This is an optimization exercise on Yosys and OpenROAD, whose aim is small area, not a production implementation.
The RTL was checked by simulation tests, not by an equivalence proof against the original design.
The clock cells of runs 4 and 5 come from the design's own scripts or RTL, not from TritonCTS.
The clock port is modelled as an ideal driver, which makes a skipped or thinned clock tree look cheaper than it is; a real chip needs a root buffer or a tree.
Power is estimated from default activity; no workload was simulated.

==> flow/config.mk <==
export PLATFORM = sky130hd
export DESIGN_NAME = bt656_tx
export DESIGN_NICKNAME = bt656_tx
export VERILOG_FILES = /design/flow/design.v
export SDC_FILE = /design/flow/constraint.sdc
export NUM_CORES = 8
export LEC_CHECK = 0
export CAP_MARGIN = 20
export CORE_MARGIN = 2
export CORE_UTILIZATION = 40
export SLEW_MARGIN = 20
==> flow/constraint.sdc <==
create_clock -name core_clock -period 20.0 [get_ports {i_SysClock}]
set_input_delay 4.0000 -clock core_clock [delete_from_list [all_inputs] [get_ports {i_SysClock}]]
set_output_delay 4.0000 -clock core_clock [all_outputs]
set_load 0.01 [all_outputs]
==> flow/design.v <==
`timescale 1 ns / 1 ps
`default_nettype none
module bt656_tx
    #(
    parameter SYS_CLOCK         = 50000000,
    parameter PIXEL_CLOCK       = 12500000,
    parameter HACT_PIXELS       = 720*2,
    parameter HBLK_PIXELS       = (19+62+57)*2,
    parameter VACT_LINES_F1     = 240,
    parameter VBLK_LINES_F1_TOP = 18,
    parameter VBLK_LINES_F1_BOT = 4,
    parameter VACT_LINES_F2     = 240,
    parameter VBLK_LINES_F2_TOP = 18,
    parameter VBLK_LINES_F2_BOT = 5
    )(
    input wire i_ResetN,
    input wire i_SysClock,
    input wire i_TxValid,
    input wire i_InterlaceMode,
    input wire i_FirstField,
    input wire [15:0] i_FirstLine,
    output wire [7:0] o_Data,
    output wire o_PixelClock,
    output wire o_Vsignal,
    output wire o_Hsignal,
    output wire o_Fsignal
    );
    reg [1:0]  presc;      
    reg        disp;       
    reg        fld;        
    reg        vb;         
    reg [10:0] ring;
    reg        cy;
    reg [10:0] pos;        
    wire [8:0] w = pos[10:2];
    wire [1:0] b = pos[1:0];
    wire tick = ~presc[1] & presc[0];     
    wire adv  = tick & disp;
    wire [11:0] inc = {1'b0, pos} + 12'd1;
    wire eol  = inc[11];                
    wire pre  = ~w[8] & ~w[7] & ~w[5] & ~w[3] & ~w[2] & ~w[0];                  
    wire eav  = ~w[8] & ~w[7] & ~w[5] & ~w[3] & ~w[2] & w[0];                   
    wire sav  = ~w[8] & ~w[6] & ~w[5] & w[4] & ~w[3] & w[2] & w[1] & w[0];      
    wire nxl  = adv & eol;
    wire hact = w[8] | (w[7] & (w[6] | w[5] | (w[4] & w[3])));               
    wire [8:0] ln = {ring[5:0], ring[10:8]};     
    wire im = ring[6];                            
    wire eof  = ln[8] & ln[2] & (fld ? ln[1] : ln[0]);
    always @(posedge i_SysClock, negedge i_ResetN) begin
        if (!i_ResetN) begin
            presc <= 2'd0;
            disp  <= 1'b0;
            pos   <= 11'd331;
            vb    <= 1'b1;
        end else begin
            presc <= {presc[0], ~presc[1]};
            if (tick & i_TxValid)
                disp <= 1'b1;
            if (adv)
                pos <= inc[10:0] | {2'b00, eol, 1'b0, eol, 2'b00, eol, eol, 2'b00};
            if (nxl & (vb ? (ln == 9'd17) : (ln[8] & ln[0])))
                vb <= ~vb;
        end
    end
    always @(posedge i_SysClock) begin
        if (!disp) begin
            fld  <= i_InterlaceMode & i_FirstField;
            ring <= {1'b0, i_InterlaceMode, i_FirstLine[8:0]};
            cy   <= 1'b0;
        end else begin
            if (nxl & eof) begin
                fld  <= im & ~fld;
                ring <= {5'd0, ring[6], 5'd0};
                cy   <= 1'b0;
            end else begin
                ring <= {ring[0], ring[10:8], ring[7] ^ cy, ring[6:1]};
                cy   <= nxl | (cy & ring[7]);
            end
        end
    end
    wire sync = eav | sav;
    wire hx   = ~w[7];                 
    wire [7:0] xy = {1'b1, fld, vb, hx, vb ^ hx, fld ^ hx, fld ^ vb, fld ^ vb ^ hx};
    reg [7:0] data;
    always @(*) begin
        if (pre)
            data = 8'h00;
        else if (sync)
            case (b)
                2'd0: data = 8'hFF;
                2'd3: data = xy;
                default: data = 8'h00;
            endcase
        else if (!hact)
            data = b[0] ? 8'h10 : 8'h80;
        else
            case (b)
                2'd0: data = 8'h25;
                2'd1: data = 8'hAA;
                2'd2: data = 8'h5A;
                default: data = 8'h55;
            endcase
    end
    assign o_Data       = data;
    assign o_PixelClock = disp & ~presc[1];
    assign o_Vsignal    = vb;
    assign o_Hsignal    = ~hact;
    assign o_Fsignal    = fld & ~pre;
endmodule
`resetall
==> flow/flow/run.sh <==
#!/bin/bash
# The standard ORFS layout (standard.sh) with changes that touch only how the
# combinational logic is mapped and how the ports and the clock are buffered.
#
# Synthesis: ORFS's own synthesis script (synth_recipe.tcl: same yosys passes, same
# registers and register names), except that
#  - adders are not pre-mapped to half/full-adder cells (ADDER_MAP_FILE empty), so
#    ABC maps all of the combinational logic, and
#  - ABC runs an area script (ABC_AREA=1) from flow/abc/ instead of ORFS's.
# Each script in flow/abc/ is tried in a scratch ORFS folder (trial_*/), and the
# one with the smallest cell area is then run for real by standard.sh.
#
# Layout: standard.sh finish, with the smallest buffer (buf_1) on the ports, a CTS
# tree of clkbuf_8 without dummy loads, and the root clock buffer (which drives
# only the leaf buffers) shrunk to clkbuf_1 after CTS (flow/post_cts.tcl).
#
# ORFS writes each step's log under orfs/logs (trial_*/orfs/logs for the trials);
# make's own output goes to flow_*.log here.
set -uo pipefail
HERE=$(pwd)

scripts_with() {  # $1: folder to make, $2: ABC script to use as abc_area.script
  rm -rf "$1"
  cp -r "$FLOW_HOME/scripts" "$1"
  cp "$2" "$1/abc_area.script"
}

best=""
best_area=""
for s in "$HERE"/flow/abc/*.script; do
  n=$(basename "$s" .script)
  t="$HERE/trial_$n"
  scripts_with "$t/scripts" "$s"
  if bash standard.sh WORK_HOME="$t/orfs" SCRIPTS_DIR="$t/scripts" ABC_AREA=1 ADDER_MAP_FILE= synth \
      > "$HERE/flow_trial_$n.log" 2>&1; then
    a=$(awk '/Chip area for module/ {print $NF}' "$t"/orfs/reports/*/bt656_tx/base/synth_stat.txt)
    echo "trial $n: area $a" | tee -a "$HERE/flow_trials.log"
    if [[ -n "$a" ]] && { [[ -z "$best_area" ]] || awk -v a="$a" -v b="$best_area" 'BEGIN{exit !(a < b)}'; }; then
      best="$n"; best_area="$a"
    fi
  else
    echo "trial $n: failed" | tee -a "$HERE/flow_trials.log"
  fi
  rm -rf "$t/orfs/objects" "$t/orfs/results"
done
echo "chosen: $best ($best_area)" | tee -a "$HERE/flow_trials.log"

set -e
if [[ -n "$best" ]]; then
  scripts_with "$HERE/scripts_abc" "$HERE/flow/abc/$best.script"
  bash standard.sh SCRIPTS_DIR="$HERE/scripts_abc" ABC_AREA=1 ADDER_MAP_FILE= synth > "$HERE/flow_synth.log" 2>&1
else
  bash standard.sh synth > "$HERE/flow_synth.log" 2>&1
fi
export BUFFER_PORTS_ARGS="-buffer_cell sky130_fd_sc_hd__buf_1"
export CTS_ARGS="-sink_clustering_enable -repair_clock_nets -dont_use_dummy_load -buf_list sky130_fd_sc_hd__clkbuf_8 -root_buf sky130_fd_sc_hd__clkbuf_8"
export POST_CTS_TCL="$HERE/flow/post_cts.tcl"
bash standard.sh finish > "$HERE/flow_make.log" 2>&1
==> flow/flow/abc/dc2.script <==
strash
dc2
dch -f
amap
topo
stime -c
==> flow/flow/abc/ds0.script <==
&get -n
&deepsyn -J 200 -T 300 -S 0
&put
dch -f
amap
topo
stime -c
==> flow/flow/abc/ds1.script <==
&get -n
&deepsyn -J 200 -T 300 -S 1
&put
dch -f
amap
topo
stime -c
==> flow/flow/abc/ds2.script <==
&get -n
&deepsyn -J 200 -T 300 -S 2
&put
dch -f
amap
topo
stime -c
==> flow/flow/abc/ds3.script <==
&get -n
&deepsyn -J 200 -T 300 -S 3
&put
dch -f
amap
topo
stime -c
==> flow/flow/abc/ds4.script <==
&get -n
&deepsyn -J 200 -T 300 -S 4
&put
dch -f
amap
topo
stime -c
==> flow/flow/abc/ds5.script <==
&get -n
&deepsyn -J 200 -T 300 -S 5
&put
dch -f
amap
topo
stime -c
==> flow/flow/abc/ds6.script <==
&get -n
&deepsyn -J 200 -T 300 -S 6
&put
dch -f
amap
topo
stime -c
==> flow/flow/abc/ds7.script <==
&get -n
&deepsyn -J 200 -T 300 -S 7
&put
dch -f
amap
topo
stime -c
==> flow/flow/post_cts.tcl <==
# Shrink the clock buffers that the clock port drives directly (the root of the tree,
# which drives only the leaf buffers) to clkbuf_1.
set net [[ord::get_db_block] findNet i_SysClock]
foreach it [$net getITerms] {
  set inst [$it getInst]
  if {[string match "*clkbuf*" [[$inst getMaster] getName]]} {
    puts "post_cts: [$inst getName] [[$inst getMaster] getName] -> sky130_fd_sc_hd__clkbuf_1"
    replace_cell [$inst getName] sky130_fd_sc_hd__clkbuf_1
  }
}
==> flow/standard.sh <==
#!/bin/bash
# synth_recipe.tcl (not shown) runs the flow's synth.tcl, then flattens the netlist and writes it again
# the make line also repeats each setting of config.mk as NAME=value (left out here)
make -C /OpenROAD-flow-scripts/flow DESIGN_CONFIG=/design/flow/config.mk WORK_HOME=/design/flow/orfs CLKGATE_MAP_FILE= SYNTH_SCRIPT=/design/flow/synth_recipe.tcl "${@:-finish}"
==> flow_summary.json, run 1 <==
{
  "drt-initial-drc-count": 34,
  "synth_top_area_share_pct": 16.0,
  "rsz0062_at_grt": "no",
  "p_sw_w": 0.0000650,
  "num-fill-cells": 392,
  "clk_latency_ns": 0.32,
  "synth_seq_cells": 28,
  "min_period_ns": 6.05,
  "min_to": "presc[1]",
  "r2r_cells": 4,
  "ys_top_cells_by_area": "dfxtp_1 16%, dfrtp_1 15%, dfstp_2 10%",
  "async_flop_share_pct": 53.6,
  "gr-usage-met2_pct": 25.6,
  "critPathCaptureType": "primary output",
  "worstHoldPathCells": 0,
  "synth_compound_area_share_pct": 20.1,
  "grt_usage_pct": 14.8,
  "reg2reg_from": "pos[0]",
  "yosysWarnings": 1,
  "worstHoldPathType": "flop to flop",
  "worst-setup-path-type": "flop to primary output",
  "die_width_um": 65.3,
  "core_area_mm2": 0.00363,
  "antenna_cells": 0,
  "grt-ovfl-total": 0,
  "clock_skew_ns": 0.0148,
  "dr.pass1.iters": 4,
  "drv_cap": 0,
  "syn_inst": 149,
  "pwr-share-clk_pct": 14.5,
  "fmax_mhz": 165,
  "start_kind": "flop",
  "grt_pass1_wl_um": 4960,
  "fin_nets": 198,
  "ant_nets": 0,
  "p_int_w": 0.000108,
  "vias": 1145,
  "synthAdderAreaFrac_pct": 4.16,
  "viasPerCell": 5.25,
  "cts_tree": "done",
  "max-slew-margin-rel_pct": 49.3,
  "post-route-period-util_pct": 30.2,
  "grt_use_met1_pct": 19.1,
  "p_leak_nw": 0.688,
  "setup_tns_ns": 0,
  "cts_sinks": 28,
  "wl_um": 2920,
  "start_util_pct": 41.4,
  "synth_flop_cell": "dfxtp_1",
  "grt.met3_usage_pct": 2.74,
  "slew_violations": 0,
  "synth_top_area_cell": "dfxtp_1",
  "crit_path_max_fanout": 13,
  "status": "timing/DRC/antenna clean",
  "switching_share_pct": 37.6,
  "die_height_um": 65.3,
  "r2r-end": "pos[8]",
  "grt_max_degree": 17,
  "final_util_pct": 45.2,
  "fp-row-count": 22,
  "seqPwrFrac_pct": 46.3,
  "busiest_layer": "met2",
  "arrival_ns": 2.05,
  "clk_pin_slew_worst_paths_ns": 0.09,
  "hold_viol": 0,
  "grt_pass1_vias": 1112,
  "synth_cell_types": 45,
  "wl_per_cell_um": 13.4,
  "power_per_cell_area_mw_per_mm2": 105,
  "pin_count": 33,
  "synth.yosys.seq_area_share_pct": 43.5,
  "required_ns": 16.00,
  "synthXorXnorAreaFrac_pct": 6.99,
  "syn_avg_cell_area_um2": 10.1,
  "antenna_found_initial": 0,
  "layout-drive-gt1-share_pct": 8.82,
  "drcViolationCount": 0,
  "synthSimpleGateAreaFrac_pct": 18.0,
  "setup_viol": 0,
  "worst_slew_pin_slew_ns": 0.761,
  "reg2reg_setup_slack_ns": 18.18,
  "place_congestion": 0.780,
  "combPwrFrac_pct": 39.2,
  "synth_nets": 175,
  "netlist_area_mm2": 0.00150,
  "hold_path.startpoint": "presc[0]",
  "synth_top_family_by_area": "compound AO/OA/AOI/OAI gates",
  "dpl.hpwl_um": 2240,
  "total_power_w": 0.000173,
  "die-area_mm2": 0.00426,
  "synthMuxAreaShare_pct": 2.25,
  "area_growth_pct": 9.24,
  "synth_edf_count": 1,
  "portBuffers": 25,
  "ir_drop_uv": 53.7
}
## through the flow
stage | setup slack [ns] | cell area (µm²) | hold slack (ns) | std cells
3_5_place_dp | 14.30 | 1610 | 0.396 | 215
3_3_place_gp | 14.35 | 1610 | 0.381 | 215
5_1_grt | 13.80 | 1640 | 0.438 | 218
6_report | 13.95 | 1640 | 0.409 | 218
2_1_floorplan | 14.42 | 1500 | 0.367 | 149
## power groups by stage
stage / Clock, W / Combinational [W] / Sequential, W
finish: 0.0000251 / 0.0000678 / 0.0000799
global route: 0.0000279 / 0.0000760 / 0.0000819
detailed placement: 0 / 0.0000681 / 0.0000814
global placement: 0 / 0.0000659 / 0.0000808
floorplan: 0 / 0.0000533 / 0.0000761
## worst max-delay path, stage by stage, from the launching register on
cell and delay, ns:
dfstp_2 0.59, ha_1 0.46, a21oi_1 0.12, o21a_1 0.19, a211oi_1 0.19, buf_1 0.18
## logic make-up after synthesis
family                   count (synthesis)
buffers and inverters                   15
XOR/XNOR                                12
adder cells (fa/ha/maj)                  5
AO/OA/AOI/OAI                           39
flip-flops                              28
multiplexers                             3
AND/OR/NAND/NOR                         47
## sequential cells by signal (all words and copies together), names as in the netlist
name,count
pos,11
ring,11
presc,2
cy,1
disp,1
fld,1
vb,1
## placed cells by master (no fill, tap or decap), drive strengths merged, types with 6 or more instances in the layout
cell   count
a21oi      7
xnor2      9
dfrtp      9
dfstp      6
nand2     13
a22o       9
buf       25
dfxtp     12
inv        8
## worst max-delay path by stage
stage	from	endpoint	slack (ns)
after floorplan	pos[0]	o_Data[4]	14.42
after global routing	pos[0]	o_Data[4]	13.80
after detailed placement	pos[0]	o_Data[4]	14.30
final	pos[0]	o_Data[4]	13.95
after global placement	pos[0]	o_Data[4]	14.35
## synthesized netlist by cell type (2+ instances only)
library cell,number
a211oi_1,3
a21o_1,4
a21oi_1,7
a22o_1,9
and2_1,2
and3_1,3
and4_4,2
buf_6,2
clkbuf_1,3
dfrtp_1,9
dfstp_2,6
dfxtp_1,12
ha_1,5
inv_1,8
mux2_2,3
nand2_1,13
nand2b_1,2
nand3_1,2
nand3b_1,2
nand4_1,4
nor2_1,5
nor2b_1,2
nor3_1,2
nor4b_1,2
o21a_1,2
o21ai_0,5
or3_1,2
xnor2_1,9
xor2_1,3
## layer usage
layer,share of wire [%],vias to the layer above
met5,0,-
met4,0.75,0
met3,3.5,2
met2,46,21
met1,50,539
li1,-,583
## layout make-up
cell class / instances / area (µm²) / area share, %
inverter: 8 / 30.0 / 1.83
multi-input combinational: 106 / 773 / 47.1
clock buffer: 3 / 31.3 / 1.91
timing repair buffer: 25 / 93.8 / 5.72
sequential: 28 / 653 / 39.8
tap: 48 / 60.1 / 3.66
==> run 2: changes to the inputs <==
--- a/flow/flow/run.sh
+++ b/flow/flow/run.sh
@@ -23,2 +23,3 @@
   rm -rf "$1"
+  mkdir -p "$(dirname "$1")"
   cp -r "$FLOW_HOME/scripts" "$1"
==> run 2 against run 1 <==
Sequential share of layout area grew 7.2 points. Worst hold slack improved by 0.013 ns. Final area down 15%. Core utilization increased by 1.5 points. Still clean on timing, DRC and antenna. Critical path depth is 3 higher.
==> flow_summary.json, run 2 <==
{
  "status": "timing/DRC/antenna clean",
  "min_period_ns": 6.38,
  "p_sw_w": 0.0000159,
  "antenna_found_initial": 0,
  "dr.pass1.iters": 4,
  "crit_path_cell_trace": "or2_0, a21oi_1, o21ai_0, clkinv_1, o21ai_0, clkinv_1, o221ai_1, buf_1",
  "start_kind": "flop",
  "synth_seq_cells": 28,
  "rsz0062_at_grt": "no",
  "hold_viol": 0,
  "slew_violations": 0,
  "start_util_pct": 41.1,
  "synth_commonest_cells": "26 x clkinv_1, 20 x nor2_1, 13 x o21ai_0",
  "place_congestion": 0.871,
  "cpPeakStageDelay_ns": 0.54,
  "grt_usage_pct": 15.3,
  "worst_slew_pin_slew_ns": 0.792,
  "setup_viol": 0,
  "reg.largest.list": "pos: 11 flops, ring: 11 flops, presc: 2 flops",
  "worstHoldPathType": "flop to flop",
  "setup_tns_ns": 0,
  "fin_nets": 191,
  "yosysWarnings": 1,
  "wl_per_cell_um": 12.2,
  "path_delay_family": "compound AO/OA/AOI/OAI gates",
  "cts_tree": "done",
  "combPwrFrac_pct": 1.9,
  "required_ns": 16.00,
  "pwr-share-clk_pct": 30.0,
  "pin_count": 33,
  "clk_latency_ns": 0.33,
  "die_width_um": 59.3,
  "core_area_mm2": 0.00298,
  "synth_edf_count": 1,
  "most-common-layout-cells": "26 x clkinv_1, 25 x buf_1, 20 x nor2_1",
  "crit_path_max_fanout": 6,
  "synth_top_area_cell": "dfxtp_1",
  "area_growth_pct": 13.6,
  "layout-drive-gt1-share_pct": 4.76,
  "drv_cap": 0,
  "worst-setup-path-type": "flop to primary output",
  "ys_top_cells_by_area": "dfxtp_1 20%, dfrtp_1 18%, dfstp_2 13%",
  "fp-row-count": 20,
  "wl_um": 2450,
  "clk_pin_slew_worst_paths_ns": 0.09,
  "portBuffers": 25,
  "die_height_um": 59.3,
  "fmax_mhz": 157,
  "num-fill-cells": 302,
  "ant_nets": 0,
  "post-route-period-util_pct": 31.9,
  "synth.yosys.seq_area_share_pct": 53.4,
  "viasPerCell": 5.41,
  "dpl.hpwl_um": 1950,
  "max-slew-margin-rel_pct": 47.2,
  "async_flop_share_pct": 53.6,
  "syn_avg_cell_area_um2": 8.74,
  "synth_flop_cell": "dfxtp_1",
  "switching_share_pct": 19.2,
  "seqPwrFrac_pct": 68.2,
  "netlist_area_mm2": 0.00122,
  "p_leak_nw": 0.518,
  "synth_nets": 161,
  "drt-initial-drc-count": 63,
  "slowest_stage": "dfstp_2",
  "final_util_pct": 46.7,
  "critPathCaptureType": "primary output",
  "layout_commonest_cell": "clkinv_1",
  "synth_top_area_share_pct": 19.6,
  "ir_drop_uv": 29.3,
  "synthMostInstantiatedCell": "clkinv_1",
  "grt_pass1_vias": 949,
  "syn_inst": 140,
  "cts_sinks": 28,
  "drcViolationCount": 0,
  "antenna_cells": 0,
  "grt_max_degree": 16,
  "grt_pass1_wl_um": 4080,
  "p_int_w": 0.0000669,
  "die-area_mm2": 0.00352,
  "arrival_ns": 2.38,
  "power_per_cell_area_mw_per_mm2": 59.6,
  "grt-ovfl-total": 0,
  "clock_skew_ns": 0.0111,
  "synth_cell_types": 25,
  "crit_buf_inv": 3,
  "vias": 1087
}
run 2: cell types whose count changed after synthesis, moves of 4 or more:
cell / change
o21ai_0: +8
clkinv_1: +26
nor2_1: +15
xnor2_1: -9
nand2_1: -5
inv_1: -8
ha_1: -5
nand3_1: +4
a21o_1: -4
run 2: power groups by stage:
stage | sequential (W) | clock, W | combinational [W]
finish | 0.0000565 | 0.0000248 | 0.00000155
global route | 0.0000565 | 0.0000279 | 0.00000180
detailed placement | 0.0000577 | 0 | 0.00000163
global placement | 0.0000577 | 0 | 0.00000158
floorplan | 0.0000577 | 0 | 0.000000131
run 2: kinds of logic after synthesis:
family          Yosys count  share of synthesized area (%)
flops                    28                           53.4
buf+inv                  26                           7.98
simple gates             44                           16.2
compound gates           42                           22.5
run 2: through the flow:
step           cell area (µm²)  hold WS (ns)  setup WS [ns]  total power [W]  std cells
2_1_floorplan             1220         0.374          14.25        0.0000578        140
3_3_place_gp              1360         0.388          14.05        0.0000592        198
3_5_place_dp              1360         0.398          13.96        0.0000593        198
5_1_grt                   1390         0.429          13.41        0.0000862        201
6_report                  1390         0.423          13.62        0.0000829        201
run 2: final timing paths:
path | startpoint | endpoint | slack (ns) | cells past startpoint
max | pos[8] | o_Data[7] | 13.62 | 8
min | presc[0] | presc[1] | 0.42 | 0
max in group asynchronous | i_ResetN | pos[10] | 15.78 | 1
min reg2reg | presc[0] | presc[1] | 0.42 | 0
min in group asynchronous | i_ResetN | presc[0] | 3.72 | 1
max reg2reg | disp | fld | 16.41 | 16
run 2: cell type report:
cell class / count / area (µm²) / area share (%)
sequential: 28 / 653 / 47.0
tap: 33 / 41.3 / 2.97
multi-input combinational: 86 / 473 / 34.0
clock buffer: 3 / 31.3 / 2.25
timing repair buffer: 25 / 93.8 / 6.75
inverter: 26 / 97.6 / 7.02
run 2: metal layers:
layer  track usage (%)  wire length (µm)  vias to the layer above
li1                  -                 -                      545
met1              19.3              1150                      504
met2              25.7              1140                       34
met3              1.97               108                        4
met4              7.47                49                        0
met5                 0                 0                        -
==> run 3: changes to the inputs <==
--- a/flow/design.v
+++ b/flow/design.v
@@ -28,4 +28,4 @@
     reg [1:0]  presc;      
-    reg        disp;       
-    reg        fld;        
+    reg        fldn;       
+    wire       fld = ~fldn;
     reg        vb;         
@@ -37,6 +37,8 @@
     wire tick = ~presc[1] & presc[0];     
-    wire adv  = tick & disp;
+    wire w82  = ~w[8] & ~w[7] & ~w[5] & ~w[3] & ~w[2] & ~w[0];    
+    wire disp = ~(w82 & ~pos[0]);       
+    wire adv  = tick & (disp | i_TxValid);
     wire [11:0] inc = {1'b0, pos} + 12'd1;
     wire eol  = inc[11];                
-    wire pre  = ~w[8] & ~w[7] & ~w[5] & ~w[3] & ~w[2] & ~w[0];                  
+    wire pre  = w82;                    
     wire eav  = ~w[8] & ~w[7] & ~w[5] & ~w[3] & ~w[2] & w[0];                   
@@ -51,4 +53,3 @@
             presc <= 2'd0;
-            disp  <= 1'b0;
-            pos   <= 11'd331;
+            pos   <= 11'd330;
             vb    <= 1'b1;
@@ -56,4 +57,2 @@
             presc <= {presc[0], ~presc[1]};
-            if (tick & i_TxValid)
-                disp <= 1'b1;
             if (adv)
@@ -66,3 +65,3 @@
         if (!disp) begin
-            fld  <= i_InterlaceMode & i_FirstField;
+            fldn <= ~(i_InterlaceMode & i_FirstField);
             ring <= {1'b0, i_InterlaceMode, i_FirstLine[8:0]};
@@ -71,3 +70,3 @@
             if (nxl & eof) begin
-                fld  <= im & ~fld;
+                fldn <= ~(im & fldn);
                 ring <= {5'd0, ring[6], 5'd0};
--- a/flow/config.mk
+++ b/flow/config.mk
@@ -8,4 +8,4 @@
 export CAP_MARGIN = 20
-export CORE_MARGIN = 2
-export CORE_UTILIZATION = 40
+export CORE_AREA = 2.5 2.5 62.5 62.5
+export DIE_AREA = 0 0 65 65
 export SLEW_MARGIN = 20
==> run 3 against run 2 <==
Clock power about the same. Setup slack got worse by 0.23 ns. Clock-buffer cell count unchanged. Wire length increased by 1.6%. First-iteration DRC count increased by 140%. Fmax decreased by 3.4%. Clock skew decreased by 0.0010 ns.
==> flow_summary.json, run 3 <==
{
  "worstHoldPathType": "flop to flop",
  "pwr-share-clk_pct": 12.7,
  "cts_sinks": 27,
  "r2r_cells": 14,
  "area_growth_pct": 15.2,
  "place_congestion": 0.830,
  "synth_top_area_cell": "dfxtp_1",
  "worst-setup-path-type": "flop to primary output",
  "antenna_cells": 0,
  "netlist_area_mm2": 0.00120,
  "setup_viol": 0,
  "cpPeakStageDelay_ns": 0.54,
  "clock_skew_ns": 0.0101,
  "reg2reg_from": "pos[1]",
  "fin_nets": 189,
  "fin_ws_ns": 13.39,
  "clk_latency_ns": 0.36,
  "p_sw_w": 0.0000799,
  "whs_ns": 0.384,
  "slowest_stage": "dfstp_2",
  "post-route-period-util_pct": 33.0,
  "antenna_found_initial": 0,
  "most-common-layout-cells": "25 x buf_1, 24 x nor2_1, 23 x clkinv_1",
  "synth_top_area_share_pct": 20.0,
  "seqPwrFrac_pct": 44.1,
  "synth_commonest_cells": "24 x nor2_1, 23 x clkinv_1, 12 x dfxtp_1, 12 x o21ai_0, 11 x nand2_1",
  "pin_count": 33,
  "wl_um": 2490,
  "worst_slew_pin_slew_ns": 0.759,
  "reg.largest.list": "pos: 11 flops, ring: 11 flops, presc: 2 flops",
  "crit_buf_inv": 2,
  "synth_edf_count": 1,
  "clk_pin_slew_worst_paths_ns": 0.09,
  "ir_drop_uv": 56.0,
  "synthMostInstantiatedCell": "nor2_1",
  "synth_nets": 159,
  "drcViolationCount": 0,
  "die_width_um": 65,
  "die-area_mm2": 0.00423,
  "p_int_w": 0.000118,
  "crit_path_max_fanout": 6,
  "grt_usage_pct": 13.2,
  "path_delay_family": "simple AND/OR/NAND/NOR gates",
  "critPathCaptureType": "primary output",
  "status": "timing/DRC/antenna clean",
  "required_ns": 16.00,
  "start_util_pct": 35.4,
  "start_kind": "flop",
  "async_flop_share_pct": 51.9,
  "dpl.hpwl_um": 2000,
  "ys_top_cells_by_area": "dfxtp_1 20%, dfrtp_1 19%, dfstp_2 11%",
  "dr.pass1.iters": 4,
  "rsz0062_at_grt": "no",
  "ant_nets": 0,
  "die_height_um": 65,
  "portBuffers": 25,
  "layout-drive-gt1-share_pct": 4.22,
  "min_period_ns": 6.61,
  "core_area_mm2": 0.00339,
  "dp_slack_ns": 13.81,
  "grt_pass1_vias": 1007,
  "layout_commonest_cell": "buf_1",
  "synth_cell_types": 29,
  "setup_tns_ns": 0,
  "finalNonFillerCells": 212,
  "critPathCapture": "o_Data[7]",
  "synth_flop_cell": "dfxtp_1",
  "r2r-end": "fldn",
  "crit_cells": 9,
  "drt-initial-drc-count": 150,
  "reg2reg_setup_slack_ns": 16.97,
  "wl_per_cell_um": 11.7,
  "combPwrFrac_pct": 43.2,
  "final_util_pct": 40.8,
  "drv_cap": 0,
  "synth.yosys.seq_area_share_pct": 52.2,
  "synth_seq_cells": 27,
  "switching_share_pct": 40.4,
  "syn_avg_cell_area_um2": 8.69,
  "crit_path_cell_trace": "clkinv_1, nor2_1, a32oi_1, nor3b_1, nand3_1, o21ai_0, nor2_1, a32o_1, buf_1",
  "grt_max_degree": 16,
  "worstSetupStartpoint": "pos[3]",
  "grt_pass1_wl_um": 4330,
  "post-place-cells": 209,
  "slew_violations": 0,
  "yosysWarnings": 1,
  "power_per_cell_area_mw_per_mm2": 143,
  "fp-row-count": 21,
  "syn_inst": 138,
  "p_leak_nw": 0.531,
  "arrival_ns": 2.61,
  "hold_viol": 0,
  "viasPerCell": 5.01,
  "cts_tree": "done",
  "vias": 1063,
  "crit_top_cell": "nor2_1",
  "fmax_mhz": 151,
  "max-slew-margin-rel_pct": 48.7,
  "grt-ovfl-total": 0
}
==> run 3: routing by layer <==
layer	vias to the layer above	GRT usage, %	share of wire (%)
met5	-	0	0
met4	0	6.38	2.1
met3	5	2.08	5.2
met2	36	21.4	45
met1	484	17.2	48
li1	538	-	-
==> run 3: cell type report <==
cell class / count / area, µm²
Tap cell: 46 / 57.6
Sequential cell: 27 / 627
Clock buffer: 3 / 31.3
Multi-Input combinational cell: 88 / 487
Timing Repair Buffer: 25 / 93.8
Fill cell: 363 / 2010
Inverter: 23 / 86.3
==> run 3: worst reg2reg max path, delay by kind of cell (launching register included) <==
family                 cells  cell delay, ns
flip-flops                 1            0.59
AND/OR/NAND/NOR            9            1.28
AO/OA/AOI/OAI              1            0.40
buffers and inverters      4            0.47
==> run 3: stage by stage <==
| stage | cell area (µm²) | power, W |
|---|---|---|
| 2_1_floorplan | 1200 | 0.000148 |
| 3_3_place_gp | 1350 | 0.000172 |
| 6_report | 1380 | 0.000198 |
| 3_5_place_dp | 1350 | 0.000174 |
| 5_1_grt | 1380 | 0.000215 |
==> run 3: power groups by stage <==
stage | Combinational, W | Sequential (W) | Clock, W
5_1_grt | 0.0000963 | 0.0000896 | 0.0000287
3_5_place_dp | 0.0000857 | 0.0000883 | 0
2_1_floorplan | 0.0000640 | 0.0000839 | 0
3_3_place_gp | 0.0000837 | 0.0000878 | 0
6_report | 0.0000854 | 0.0000871 | 0.0000251
==> run 3: cells by family after synthesis <==
logic type	share of synthesized area [%]
flops	52.2
buf+inv	7.19
compound gates	23.5
simple gates	17.1
==> run 3: worst min path at each step <==
stage                        start       end  slack, ns  cells past startpoint
after floorplan           presc[0]  presc[1]       0.35                      0
after global placement    presc[0]  presc[1]       0.37                      0
after detailed placement  presc[0]  presc[1]       0.38                      0
after global routing      presc[0]  presc[1]       0.42                      0
final                     presc[0]  presc[1]       0.38                      0
==> run 4: changes to the inputs <==
==> flow/design.v (replaced) <==
`timescale 1 ns / 1 ps
`default_nettype none
module bt656_tx
    #(
    parameter SYS_CLOCK         = 50000000,
    parameter PIXEL_CLOCK       = 12500000,
    parameter HACT_PIXELS       = 720*2,
    parameter HBLK_PIXELS       = (19+62+57)*2,
    parameter VACT_LINES_F1     = 240,
    parameter VBLK_LINES_F1_TOP = 18,
    parameter VBLK_LINES_F1_BOT = 4,
    parameter VACT_LINES_F2     = 240,
    parameter VBLK_LINES_F2_TOP = 18,
    parameter VBLK_LINES_F2_BOT = 5
    )(
    input wire i_ResetN,
    input wire i_SysClock,
    input wire i_TxValid,
    input wire i_InterlaceMode,
    input wire i_FirstField,
    input wire [15:0] i_FirstLine,
    output wire [7:0] o_Data,
    output wire o_PixelClock,
    output wire o_Vsignal,
    output wire o_Hsignal,
    output wire o_Fsignal
    );
    localparam [10:0] POS_INV   = 11'd2039;
    localparam [10:0] RING_INV  = 11'd293;
    localparam [1:0]  PRESC_INV = 2'd0;
    localparam        VB_INV    = 1'b0;
    localparam        FLD_INV   = 1'b1;
    localparam        CY_INV    = 1'b0;
    reg  [1:0]  presc_q;
    wire [1:0]  presc = presc_q ^ PRESC_INV;
    reg  [10:0] pos_q;
    wire [10:0] pos = pos_q ^ POS_INV;
    wire [8:0]  w = pos[10:2];
    wire [1:0]  b = pos[1:0];
    reg         vb_q;
    wire        vb = vb_q ^ VB_INV;
    reg         fld_q;
    wire        fld = fld_q ^ FLD_INV;
    reg  [10:0] ring_q;
    wire [10:0] ring = ring_q ^ RING_INV;
    reg         cy_q;
    wire        cy = cy_q ^ CY_INV;
    wire w82  = ~w[8] & ~w[7] & ~w[5] & ~w[3] & ~w[2] & ~w[0];
    wire disp = ~(w82 & ~b[0]);         
    wire pre  = w82;                    
    wire eav  = ~w[8] & ~w[7] & ~w[5] & ~w[3] & ~w[2] & w[0];                   
    wire sav  = ~w[8] & ~w[6] & ~w[5] & w[4] & ~w[3] & w[2] & w[1] & w[0];      
    wire hact = w[8] | (w[7] & (w[6] | w[5] | (w[4] & w[3])));               
    wire tick = ~presc[1] & presc[0];
    wire adv  = tick & (disp | i_TxValid);
    wire [11:0] inc = {1'b0, pos} + 12'd1;
    wire eol  = inc[11];                
    wire nxl  = adv & eol;              
    wire [8:0] ln = {ring[5:0], ring[10:8]};    
    wire im = ring[6];                           
    wire eof  = ln[8] & ln[2] & (fld ? ln[1] : ln[0]);
    always @(posedge i_SysClock, negedge i_ResetN) begin
        if (!i_ResetN) begin
            presc_q <= 2'b00 ^ PRESC_INV;
            pos_q   <= 11'd330 ^ POS_INV;
            vb_q    <= 1'b1 ^ VB_INV;
        end else begin
            presc_q <= {presc[0], ~presc[1]} ^ PRESC_INV;
            if (adv)
                pos_q <= (inc[10:0] | {2'b00, eol, 1'b0, eol, 2'b00, eol, eol, 2'b00}) ^ POS_INV;
            if (nxl & (vb ? (ln == 9'd17) : (ln[8] & ln[0])))
                vb_q <= ~vb ^ VB_INV;
        end
    end
    always @(posedge i_SysClock) begin
        if (!disp) begin
            fld_q  <= (i_InterlaceMode & i_FirstField) ^ FLD_INV;
            ring_q <= {1'b0, i_InterlaceMode, i_FirstLine[8:0]} ^ RING_INV;
            cy_q   <= 1'b0 ^ CY_INV;
        end else if (nxl & eof) begin
            fld_q  <= (im & ~fld) ^ FLD_INV;
            ring_q <= {5'd0, ring[6], 5'd0} ^ RING_INV;
            cy_q   <= 1'b0 ^ CY_INV;
        end else begin
            ring_q <= {ring[0], ring[10:8], ring[7] ^ cy, ring[6:1]} ^ RING_INV;
            cy_q   <= (nxl | (cy & ring[7])) ^ CY_INV;
        end
    end
    wire sync = eav | sav;
    wire hx   = ~w[7];                  
    wire [7:0] xy = {1'b1, fld, vb, hx, vb ^ hx, fld ^ hx, fld ^ vb, fld ^ vb ^ hx};
    reg [7:0] data;
    always @(*) begin
        if (pre)
            data = 8'h00;
        else if (sync)
            case (b)
                2'd0: data = 8'hFF;
                2'd3: data = xy;
                default: data = 8'h00;
            endcase
        else if (!hact)
            data = b[0] ? 8'h10 : 8'h80;
        else
            case (b)
                2'd0: data = 8'h25;
                2'd1: data = 8'hAA;
                2'd2: data = 8'h5A;
                default: data = 8'h55;
            endcase
    end
    assign o_Data       = data;
    assign o_PixelClock = disp & ~presc[1];
    assign o_Vsignal    = vb;
    assign o_Hsignal    = ~hact;
    assign o_Fsignal    = fld & ~pre;
endmodule
`resetall
--- a/flow/flow/run.sh
+++ b/flow/flow/run.sh
@@ -12,5 +12,5 @@
 #
-# Layout: standard.sh finish, with the smallest buffer (buf_1) on the ports, a CTS
-# tree of clkbuf_8 without dummy loads, and the root clock buffer (which drives
-# only the leaf buffers) shrunk to clkbuf_1 after CTS (flow/post_cts.tcl).
+# Layout: standard.sh finish, with the smallest buffer (buf_1) on the ports, and
+# after CTS the clock tree rebuilt as three clkbuf_4 buffers driven straight from
+# the clock port, each driving a third of the flip-flops (flow/post_cts.tcl).
 #
==> flow/flow/post_cts.tcl (replaced) <==
# After CTS: replace the clock tree that CTS built (a root buffer driving leaf
# buffers) by three clkbuf_4 leaf buffers driven straight from the clock port. The
# flip-flops are sorted by x and cut into three groups of (nearly) equal size; each
# group gets its own buffer, placed at the group's centre and then legalized. All
# flip-flops see the same one-buffer clock path, so the tree stays balanced.
proc my_flat_clock_tree {nleaf leaf_cell} {
  set block [ord::get_db_block]
  set port_net [$block findNet i_SysClock]
  # the clock sinks, found through the CTS buffers
  set bufs {}
  set sinks {}
  set todo [list $port_net]
  while {[llength $todo]} {
    set net [lindex $todo 0]
    set todo [lrange $todo 1 end]
    foreach it [$net getITerms] {
      if {[$it isOutputSignal]} { continue }
      set inst [$it getInst]
      if {[string match "*clkbuf*" [[$inst getMaster] getName]]} {
        lappend bufs $inst
        lappend todo [[$inst findITerm X] getNet]
      } else {
        lappend sinks $it
      }
    }
  }
  foreach inst $bufs {
    set onet [[$inst findITerm X] getNet]
    foreach it [$onet getITerms] { $it disconnect }
    [$inst findITerm A] disconnect
    puts "post_cts: removed [$inst getName] ([[$inst getMaster] getName])"
    odb::dbInst_destroy $inst
    odb::dbNet_destroy $onet
  }
  set pts {}
  foreach it $sinks {
    set bb [[$it getInst] getBBox]
    lappend pts [list [expr {([$bb xMin] + [$bb xMax]) / 2.0}] [expr {([$bb yMin] + [$bb yMax]) / 2.0}] $it]
  }
  set pts [lsort -real -index 0 $pts]
  set n [llength $pts]
  set master [[ord::get_db] findMaster $leaf_cell]
  for {set g 0} {$g < $nleaf} {incr g} {
    set lo [expr {$g * $n / $nleaf}]
    set hi [expr {($g + 1) * $n / $nleaf}]
    set net [odb::dbNet_create $block "clknet_leaf_$g"]
    $net setSigType CLOCK
    set inst [odb::dbInst_create $block $master "clkbuf_leaf_$g"]
    [$inst findITerm A] connect $port_net
    [$inst findITerm X] connect $net
    set sx 0.0
    set sy 0.0
    for {set k $lo} {$k < $hi} {incr k} {
      set p [lindex $pts $k]
      set it [lindex $p 2]
      $it disconnect
      $it connect $net
      set sx [expr {$sx + [lindex $p 0]}]
      set sy [expr {$sy + [lindex $p 1]}]
    }
    set cnt [expr {$hi - $lo}]
    $inst setLocation [expr {int($sx / $cnt)}] [expr {int($sy / $cnt)}]
    $inst setPlacementStatus PLACED
    puts "post_cts: clkbuf_leaf_$g ($leaf_cell) drives $cnt flip-flops"
  }
  detailed_placement
  check_placement -verbose
}
my_flat_clock_tree 3 sky130_fd_sc_hd__clkbuf_4
==> run 4 against run 3 <==
Highest routed layer unchanged. Critical endpoint unchanged. Final area is 3.3% lower. Global-route usage is 0.46 points higher. Final cell count fell by 2.8%. Clock skew up 0.00057 ns. Synthesized cell count decreased by 4.3%. Critical path type unchanged. Sequential share of layout area is 1.9 points higher. Sequential power decreased by 37%. Clock power is 16% lower. Fmax rose by 5.4%.
==> flow_summary.json, run 4 <==
{
  "status": "timing/DRC/antenna clean",
  "worstHoldPathType": "flop to flop",
  "wl_um": 2600,
  "num-fill-cells": 347,
  "synth_nets": 153,
  "ir_drop_uv": 22.0,
  "p_leak_nw": 0.522,
  "min_to": "presc_q[1]",
  "synth_flop_cell": "dfxtp_1",
  "p_sw_w": 0.0000155,
  "setup_tns_ns": 0,
  "viasPerCell": 5.04,
  "dr.pass1.iters": 4,
  "most-common-layout-cells": "25 x buf_1, 20 x nor2_1, 17 x nand2_1",
  "post-route-period-util_pct": 31.3,
  "grt_usage_pct": 13.7,
  "wl_per_cell_um": 12.6,
  "vias": 1039,
  "worstHoldPathCells": 0,
  "crit_path_max_fanout": 9,
  "clock_skew_ns": 0.0106,
  "seqPwrFrac_pct": 70.2,
  "r2r_cells": 17,
  "cpPeakStageDelay_ns": 0.63,
  "clk_pin_slew_worst_paths_ns": 0.10,
  "drv_cap": 0,
  "ys_top_cells_by_area": "dfxtp_1 21%, dfstp_2 20%, dfrtp_1 11%",
  "synth_cell_types": 28,
  "reg.largest.list": "pos_q: 11 flops, ring_q: 11 flops, presc_q: 2 flops",
  "worst-setup-path-type": "flop to primary output",
  "required_ns": 16.00,
  "combPwrFrac_pct": 2.8,
  "final_util_pct": 39.4,
  "start_kind": "flop",
  "die-area_mm2": 0.00423,
  "synth_seq_cells": 27,
  "die_height_um": 65,
  "grt_pass1_wl_um": 4550,
  "total_power_w": 0.0000784,
  "pin_count": 33,
  "grt_pass1_vias": 1037,
  "yosysWarnings": 1,
  "p_int_w": 0.0000629,
  "ant_nets": 0,
  "antenna_found_initial": 0,
  "core_area_mm2": 0.00339,
  "rsz0062_at_grt": "no",
  "area_growth_pct": 15.0,
  "dpl.hpwl_um": 2110,
  "synth_edf_count": 1,
  "netlist_area_mm2": 0.00116,
  "grt-ovfl-total": 0,
  "start_util_pct": 34.3,
  "setup_viol": 0,
  "layout-drive-gt1-share_pct": 7.50,
  "clk_latency_ns": 0.16,
  "arrival_ns": 2.27,
  "fp-row-count": 21,
  "synthMostInstantiatedCell": "nor2_1",
  "reg2reg_from": "presc_q[1]",
  "cts_sinks": 27,
  "finalInstanceArea_mm2": 0.00134,
  "grt_max_degree": 15,
  "crit_buf_inv": 1,
  "hold_path.startpoint": "presc_q[0]",
  "worst_slew_pin_slew_ns": 0.888,
  "placed_cell_area_mm2": 0.00131,
  "min_period_ns": 6.27,
  "syn_inst": 132,
  "drt-initial-drc-count": 63,
  "path_delay_family": "simple AND/OR/NAND/NOR gates",
  "fmax_mhz": 160,
  "die_width_um": 65,
  "layout_commonest_cell": "buf_1",
  "pwr-share-clk_pct": 27.0,
  "crit_path_cell_trace": "a32oi_1, nor3_1, nor2_1, a221oi_1, nand2_1, a31oi_1, buf_1",
  "slowest_stage": "dfstp_2",
  "max-slew-margin-rel_pct": 40.3,
  "hold_viol": 0,
  "place_congestion": 0.748,
  "r2r-end": "ring_q[3]",
  "synth_top_area_cell": "dfxtp_1",
  "synth_commonest_cells": "20 x nor2_1, 17 x nand2_1, 16 x o21ai_0",
  "whs_ns": 0.386,
  "switching_share_pct": 19.7,
  "async_flop_share_pct": 51.9,
  "syn_avg_cell_area_um2": 8.81,
  "reg2reg_setup_slack_ns": 16.12,
  "fin_nets": 183,
  "critPathCaptureType": "primary output",
  "slew_violations": 0,
  "synth_top_area_share_pct": 20.7,
  "power_per_cell_area_mw_per_mm2": 58.6,
  "antenna_cells": 0,
  "portBuffers": 25,
  "drcViolationCount": 0,
  "synth.yosys.seq_area_share_pct": 54.4
}
-- run 4: final cells by class --
| cell class | instances | area (µm²) | share of cell area [%] |
|---|---|---|---|
| Sequential cell | 27 | 632 | 47.3 |
| Multi-Input combinational cell | 91 | 478 | 35.8 |
| Timing Repair Buffer | 25 | 93.8 | 7.02 |
| Tap cell | 46 | 57.6 | 4.31 |
| Inverter | 14 | 52.6 | 3.93 |
| Buffer | 3 | 22.5 | 1.69 |
-- run 4: power groups by stage --
stage | Combinational [W] | Clock [W] | Sequential [W]
floorplan | 0.000000468 | 0 | 0.0000561
global placement | 0.00000210 | 0 | 0.0000560
detailed placement | 0.00000221 | 0 | 0.0000561
global route | 0.00000246 | 0.0000233 | 0.0000551
finish | 0.00000216 | 0.0000212 | 0.0000550
-- run 4: kinds of logic after synthesis --
logic type             count (synthesis)  share of synthesized area [%]
buffers and inverters                 14                           4.52
and+or+nand+nor                       46                           16.3
AOI/OAI and AO/OA                     45                           24.9
DFF                                   27                           54.4
-- run 4: worst max path at each step --
stage	from	endpoint	slack [ns]	depth (start not counted)
after global placement	pos_q[9]	o_Data[7]	14.00	7
after global routing	pos_q[9]	o_Data[7]	13.54	7
after floorplan	pos_q[9]	o_Data[7]	14.23	6
after detailed placement	pos_q[9]	o_Data[7]	13.97	7
final	pos_q[9]	o_Data[7]	13.73	7
-- run 4: metal layers --
layer  up-vias  track usage (%)  share of wire, %
li1        529                -                 -
met1       487             15.2                44
met2        21             26.3                52
met3         2             2.43               3.3
met4         0             3.99              0.73
met5         -                0                 0
-- run 4: metrics by stage --
step	setup WS, ns	instances
after floorplan	14.23	132
after global placement	14.00	203
after detailed placement	13.97	203
after global routing	13.54	206
final	13.73	206
==> run 5: changes to the inputs <==
--- a/flow/design.v
+++ b/flow/design.v
@@ -27,4 +27,4 @@
     );
-    localparam [10:0] POS_INV   = 11'd2039;
-    localparam [10:0] RING_INV  = 11'd293;
+    localparam [10:0] POS_INV   = 11'd1889;
+    localparam [10:0] RING_INV  = 11'd301;
     localparam [1:0]  PRESC_INV = 2'd0;
@@ -35,6 +35,6 @@
     wire [1:0]  presc = presc_q ^ PRESC_INV;
-    reg  [10:0] pos_q;
-    wire [10:0] pos = pos_q ^ POS_INV;
-    wire [8:0]  w = pos[10:2];
-    wire [1:0]  b = pos[1:0];
+    reg  [8:0]  w_q;
+    reg  [1:0]  b_q;
+    wire [8:0]  w = w_q ^ POS_INV[10:2];
+    wire [1:0]  b = b_q ^ POS_INV[1:0];  
     reg         vb_q;
@@ -48,3 +48,3 @@
     wire w82  = ~w[8] & ~w[7] & ~w[5] & ~w[3] & ~w[2] & ~w[0];
-    wire disp = ~(w82 & ~b[0]);         
+    wire disp = ~(w82 & b[0]);          
     wire pre  = w82;                    
@@ -55,4 +55,5 @@
     wire adv  = tick & (disp | i_TxValid);
-    wire [11:0] inc = {1'b0, pos} + 12'd1;
-    wire eol  = inc[11];                
+    wire b3   = b[1] & ~b[0];           
+    wire [9:0] winc = {1'b0, w} + 10'd1;
+    wire eol  = b3 & winc[9];           
     wire nxl  = adv & eol;              
@@ -64,3 +65,4 @@
             presc_q <= 2'b00 ^ PRESC_INV;
-            pos_q   <= 11'd330 ^ POS_INV;
+            w_q     <= 9'd82 ^ POS_INV[10:2];
+            b_q     <= 2'b11 ^ POS_INV[1:0];
             vb_q    <= 1'b1 ^ VB_INV;
@@ -69,3 +71,5 @@
             if (adv)
-                pos_q <= (inc[10:0] | {2'b00, eol, 1'b0, eol, 2'b00, eol, eol, 2'b00}) ^ POS_INV;
+                b_q <= {b[0], ~b[1]} ^ POS_INV[1:0];
+            if (adv & b3)
+                w_q <= (winc[8:0] | {2'b00, winc[9], 1'b0, winc[9], 2'b00, winc[9], winc[9]}) ^ POS_INV[10:2];
             if (nxl & (vb ? (ln == 9'd17) : (ln[8] & ln[0])))
@@ -97,4 +101,4 @@
             case (b)
-                2'd0: data = 8'hFF;
-                2'd3: data = xy;
+                2'b00: data = 8'hFF;
+                2'b10: data = xy;
                 default: data = 8'h00;
@@ -102,8 +106,8 @@
         else if (!hact)
-            data = b[0] ? 8'h10 : 8'h80;
+            data = (b[1] ^ b[0]) ? 8'h10 : 8'h80;
         else
             case (b)
-                2'd0: data = 8'h25;
-                2'd1: data = 8'hAA;
-                2'd2: data = 8'h5A;
+                2'b00: data = 8'h25;
+                2'b01: data = 8'hAA;
+                2'b11: data = 8'h5A;
                 default: data = 8'h55;
==> run 5 against run 4 <==
Still clean on timing, DRC and antenna. Sequential share of layout area fell by 0.15 points. Wire length fell by 1.8%. First-iteration DRC count fell by 32%. Setup slack got worse by 0.52 ns. Sequential power barely moved. Via count rose by 1.3%. Highest routed layer is now met3.
==> flow_summary.json, run 5 <==
{
  "setup_viol": 0,
  "area_growth_pct": 15.0,
  "crit_path_max_fanout": 5,
  "crit_path_cell_trace": "clkinv_1, nor4_1, a41oi_1, nor3_1, clkinv_1, nor2_1, a21oi_1, o221ai_1, buf_1",
  "placed_cell_area_mm2": 0.00131,
  "grt-ovfl-total": 0,
  "clk_pin_slew_worst_paths_ns": 0.11,
  "antenna_cells": 0,
  "worst-setup-path-type": "flop to primary output",
  "die-area_mm2": 0.00423,
  "synth_seq_cells": 27,
  "clk_latency_ns": 0.17,
  "wl_um": 2550,
  "core_area_mm2": 0.00339,
  "ys_top_cells_by_area": "dfxtp_1 21%, dfrtp_1 17%, dfstp_2 14%",
  "crit_top_cell": "clkinv_1",
  "place_congestion": 0.735,
  "fmax_mhz": 147,
  "synth_commonest_cells": "20 x clkinv_1, 17 x nand2_1, 15 x nor2_1",
  "start_kind": "flop",
  "post-route-period-util_pct": 33.9,
  "synth_edf_count": 1,
  "clock_skew_ns": 0.0112,
  "wl_met2_um": 1200,
  "viasPerCell": 5.11,
  "start_util_pct": 34.2,
  "dr_wl_met3_um": 157,
  "crit_buf_inv": 3,
  "p_int_w": 0.0000625,
  "synth_top_area_cell": "dfxtp_1",
  "portBuffers": 25,
  "drcViolationCount": 0,
  "pwr-share-clk_pct": 27.5,
  "p_sw_w": 0.0000150,
  "grt_usage_pct": 12.9,
  "worstHoldPathType": "flop to flop",
  "layout_commonest_cell": "buf_1",
  "most-common-layout-cells": "25 x buf_1, 20 x clkinv_1, 17 x nand2_1",
  "path_delay_family": "simple AND/OR/NAND/NOR gates",
  "dr.pass1.iters": 4,
  "drv_cap": 0,
  "wl_per_cell_um": 12.4,
  "ant_nets": 0,
  "reg.largest.list": "ring_q: 11 flops, w_q: 9 flops",
  "top_register": "ring_q",
  "setup_tns_ns": 0,
  "pin_count": 33,
  "hold_viol": 0,
  "finalInstanceArea_mm2": 0.00133,
  "min_period_ns": 6.79,
  "synth_top_area_share_pct": 20.7,
  "die_width_um": 65,
  "antenna_found_initial": 0,
  "synth.yosys.seq_area_share_pct": 54.2,
  "synthMostInstantiatedCell": "clkinv_1",
  "worst_slew_pin_slew_ns": 0.875,
  "m1WireLength_um": 1190,
  "vias": 1052,
  "dpl.hpwl_um": 1960,
  "grt_max_degree": 15,
  "arrival_ns": 2.79,
  "combPwrFrac_pct": 1.9,
  "largest_register_ffs": 11,
  "total_power_w": 0.0000774,
  "switching_share_pct": 19.3,
  "rsz0062_at_grt": "no",
  "ff_latch_area_um2": 628,
  "power_per_cell_area_mw_per_mm2": 58.1,
  "layout-drive-gt1-share_pct": 5.63,
  "multi_input_area_um2": 455,
  "synth_nets": 153,
  "reg2reg_setup_slack_ns": 16.33,
  "required_ns": 16.00,
  "synth_cell_types": 24,
  "slowest_stage": "dfstp_2",
  "drt-initial-drc-count": 43,
  "ir_drop_uv": 27.1,
  "cts_sinks": 27,
  "highest_layer": "met3",
  "fin_nets": 183,
  "p_leak_nw": 0.465,
  "status": "timing/DRC/antenna clean",
  "slew_violations": 0,
  "fp-row-count": 21,
  "yosysWarnings": 1,
  "synth_flop_cell": "dfxtp_1",
  "grt_pass1_wl_um": 4240,
  "critPathCaptureType": "primary output",
  "num-fill-cells": 373,
  "seqPwrFrac_pct": 70.6,
  "syn_inst": 132,
  "netlist_area_mm2": 0.00116,
  "async_flop_share_pct": 51.9,
  "die_height_um": 65,
  "max-slew-margin-rel_pct": 41.1,
  "grt_pass1_vias": 989,
  "cpPeakStageDelay_ns": 0.59,
  "syn_avg_cell_area_um2": 8.78
}
## run 5: final cells by class
type	instances	area share [%]
Sequential cell	27	47.1
Buffer	3	1.69
Inverter	20	5.63
Timing Repair Buffer	25	7.04
Multi-Input combinational cell	85	34.2
Tap cell	46	4.32
## run 5: power groups by stage
stage	clock network [W]	registers, W	logic (W)
2_1_floorplan	0	0.0000557	0.000000113
3_3_place_gp	0	0.0000558	0.00000154
3_5_place_dp	0	0.0000558	0.00000156
5_1_grt	0.0000243	0.0000547	0.00000177
6_report	0.0000213	0.0000547	0.00000150
## run 5: final timing paths
path | startpoint | to | cells after the start
max | w_q[7] | o_Data[1] | 9
max in group asynchronous | i_ResetN | w_q[4] | 1
max reg2reg | presc_q[1] | ring_q[9] | 15
min in group asynchronous | i_ResetN | b_q[0] | 1
min reg2reg | presc_q[0] | presc_q[1] | 0
min | presc_q[0] | presc_q[1] | 0
## run 5: logic make-up after synthesis
kind of cell | share of synthesized area, %
and+or+nand+nor | 16.5
AOI/OAI and AO/OA | 22.8
DFF | 54.2
buffers and inverters | 6.48
## run 5: per-layer routing
layer,GRT usage [%],vias to the layer above
li1,-,525
met1,16.0,493
met2,22.7,34
met3,3.65,0
met4,1.60,0
met5,0,-
## run 5: through the flow
| step | instances | utilization, % | hold WS, ns | worst slack [ns] |
|---|---|---|---|---|
| after floorplan | 132 | - | 0.347 | 13.76 |
| after global placement | 203 | 38.6 | 0.353 | 13.47 |
| after detailed placement | 203 | 38.6 | 0.360 | 13.42 |
| after global routing | 206 | 39.3 | 0.400 | 12.96 |
| final | 206 | 39.3 | 0.366 | 13.21 |

separate check: timing with driven ports:
The flow's constraints put no driver on any port. The routed layouts listed below were extracted and timed again, unchanged, in two steps.
Step 1 (the two cells are an assumption about what drives the block):
set clk [get_ports {i_SysClock}]
set_driving_cell -lib_cell sky130_fd_sc_hd__clkbuf_16 $clk
set_driving_cell -lib_cell sky130_fd_sc_hd__buf_2 [delete_from_list [all_inputs] $clk]
Step 2 moves the port delays by t, midway between the first and last clock arrival at a register: inputs arrive t later, outputs are due t later. That takes back most of the time a late clock gives input paths.
a / b / c = ideal / step 1 / step 2; a / b = the first two.
| run | shift t [ns] | slack for setup (ns) | slew at the worst register clock pin (ns) | worst slew at a driven data input, ns |
|---|---|---|---|---|
| run 1 | 0.330 | 13.954 / 13.932 / 14.262 | 0.09 / 0.09 | 0.03 |
| run 2 | 0.347 | 13.621 / 13.601 / 13.947 | 0.09 / 0.09 | 0.03 |
| run 3 | 0.381 | 13.394 / 13.373 / 13.754 | 0.09 / 0.09 | 0.03 |
| run 4 | 0.188 | 13.733 / 13.703 / 13.891 | 0.10 / 0.10 | 0.03 |
| run 5 | 0.190 | 13.214 / 13.183 / 13.373 | 0.11 / 0.11 | 0.03 |
After both steps setup and hold are still met in every run listed.
